This is an optimization exercise on Yosys and OpenROAD, whose aim is small area, a short achievable clock period and few clock cycles per item, not a production implementation.
Function was checked by simulation only, so behaviour that the tests miss may differ from the original.

==> job 5521: inputs <==
// SCPU
module SCPU(
    clk,
    rst_n,
    in_valid,
    instruction,
    MEM_out,
    busy,
    out_valid,
    out0,
    out1,
    out2,
    out3,
    out4,
    out5,
    out6,
    out7,
    out8,
    out9,
    out10,
    out11,
    out12,
    out13,
    out14,
    out15,
    WEN,
    ADDR,
    MEM_in
);
export LEC_CHECK = 0
export CAP_MARGIN = 40
export CORE_MARGIN = 2
export CORE_UTILIZATION = 55
export CTS_CLUSTER_DIAMETER = 80
export CTS_CLUSTER_SIZE = 24
export SETUP_SLACK_MARGIN = 4.3
export SLEW_MARGIN = 40
create_clock -name core_clock -period 7.5 [get_ports {clk}]
standard.sh (not shown) runs the stock make flow with config.mk's settings and CLKGATE_MAP_FILE= SYNTH_SCRIPT=/design/flow/synth_recipe.tcl, a recipe that flattens the netlist after the stock synthesis.
==> flow/flow/run.sh <==
#!/bin/bash
# Standard ORFS layout (the standard.sh), with the port buffers taken from
# the plain buffer family (buf_1) so that the resizer may size them freely.
set -euo pipefail
bash standard.sh "BUFFER_PORTS_ARGS=-buffer_cell sky130_fd_sc_hd__buf_1" finish > orfs_make.log 2>&1
==> job 257 (differences from job 5521) <==
--- a/flow/design.v
+++ b/flow/design.v
@@ -492,21 +492,27 @@
         wb_v      <= ex_v;
         wb_wl     <= ex_wl;
         wb_wd     <= ex_wd;
         out_valid <= wb_v;
         WEN       <= !(go && ir_op == OP_SW);
     end
 end
 always @(posedge clk) begin
-    if (!stall) ir <= instruction;
-    rs_oh <= onehot(stall ? ir_rs : in_rs);
-    rt_oh <= onehot(stall ? ir_rt : in_rt);
-    h_rs  <= stall ? hh_rs : hn_rs;
-    h_rt  <= stall ? hh_rt : hn_rt;
+    if (!stall) begin
+        ir    <= instruction;
+        rs_oh <= onehot(in_rs);
+        rt_oh <= onehot(in_rt);
+        h_rs  <= hn_rs;
+        h_rt  <= hn_rt;
+    end
+    else begin
+        h_rs  <= hh_rs;
+        h_rt  <= hh_rt;
+    end
     ex_dl    <= ir_dl;
     ex_dd    <= ir_dd;
     ex_mult  <= ir_op == OP_MULT;
     ex_load  <= ir_op == OP_LW;
     ex_sub   <= ir_op == OP_SUBI || ir_op == OP_BEQ || ir_op == OP_SLT ||
                 (ir_op == OP_R && ir_func == 4'd4);
     ex_and   <= ir_op == OP_R && ir_func == 4'd0;
     ex_or    <= ir_op == OP_R && ir_func == 4'd1;
- CTS_CLUSTER_DIAMETER: 80 -> not set
- CTS_CLUSTER_SIZE: 24 -> not set
==> notes <==
- Of job 5521 and job 257, job 5521 has the higher setup slack (gap 0.063 ns).
- Of job 5521 and job 257, job 257 has the higher first-iteration DRC count (gap 6.1%, measured against job 257).
- In job 257 the final cell count is higher than in job 5521, by 2.3%.
- Synthesized cell count is about the same in job 5521 and job 257.
- Of job 257 and job 5521, job 257 has the higher synthesized area (gap 0.87%, measured against job 5521).
- Clock skew: job 257 is lower than job 5521 (0.0085 ns).
- Against job 5521, the wire length of job 257 is higher by about 7%.
- Fmax: job 5521 is larger than job 257 (1.9%).
==> figures <==
Outcome: job 5521 complete, no violations; job 257 complete, no violations
Clock buffer count: job 5521 37; job 257 77
Distinct cell type count of the synthesized netlist: job 5521 84; job 257 89
Average wire length per cell after detail routing: job 5521 35.0 um; job 257 36.5 um
Vias: job 5521 34200; job 257 35200
Area of placed instances: job 5521 0.0335 mm2; job 257 0.0338 mm2
Most frequent CP cell: job 5521 sky130_fd_sc_hd__fa_1; job 257 sky130_fd_sc_hd__buf_4
# fillers: job 5521 4458; job 257 4530
Worst reg2reg path depth: job 5521 8; job 257 12
Multi-input combinational cell count: job 5521 2562; job 257 2581
Non-CTS inverters: job 5521 159; job 257 145
Post-CTS setup-driven buffer insertion count: job 5521 14; job 257 39
Buffering overhead: job 5521 7.86%; job 257 8.72%
Global routing usage on met3: job 5521 14.2%; job 257 23.1%
Pre-CTS worst setup slack: job 5521 3.58 ns; job 257 3.68 ns
Max FO, Critical Path: job 5521 17; job 257 5
Most common library cell in the layout ignoring fill and taps: job 5521 sky130_fd_sc_hd__a22oi_1; job 257 sky130_fd_sc_hd__nor2_1
Data arrival at the endpoint of the critical path: job 5521 3.79 ns; job 257 3.93 ns
Maximum operating frequency: job 5521 303 MHz; job 257 297 MHz
Synthesized instance count: job 5521 3530; job 257 3535
Sequential share of cell area: job 5521 32.2%; job 257 31.4%
Testbench counts of job 5521, summed over its fixed seeds: cycles 17,116, instructions 16,000.
Testbench counts of job 257, summed over its fixed seeds: cycles 17,116, instructions 16,000.

## separate check: timing with driven ports
The flow's constraints put no driver on any port. The routed layouts listed below were extracted and timed again, unchanged, in two steps. Step 1 sets driving cells, clkbuf_16 on the clock port and buf_2 on the other inputs (assumed; they add their load-dependent delay and slew). Step 2 also shifts input and output timing later by t, the mid clock arrival at the registers, as if the neighbouring blocks saw the same clock. a / b / c = no drivers / after step 1 / after step 2; a / b = the first two.
| run | t, ns | slack for setup (ns) | worst hold slack (ns) | slew at the worst register clock pin (ns) |
|---|---|---|---|---|
| job 5521 | 0.705 | 4.198 / 4.198 / 3.863 | 0.368 / 0.368 / 0.368 | 0.11 / 0.11 |
| job 257 | 0.726 | 4.134 / 4.134 / 4.054 | 0.353 / 0.353 / 0.353 | 0.08 / 0.08 |
After both steps setup and hold are still met in every run listed. For job 5521, which loses most, drivers alone change the setup slack by 0.000 ns; drivers and shift together by -0.335 ns.
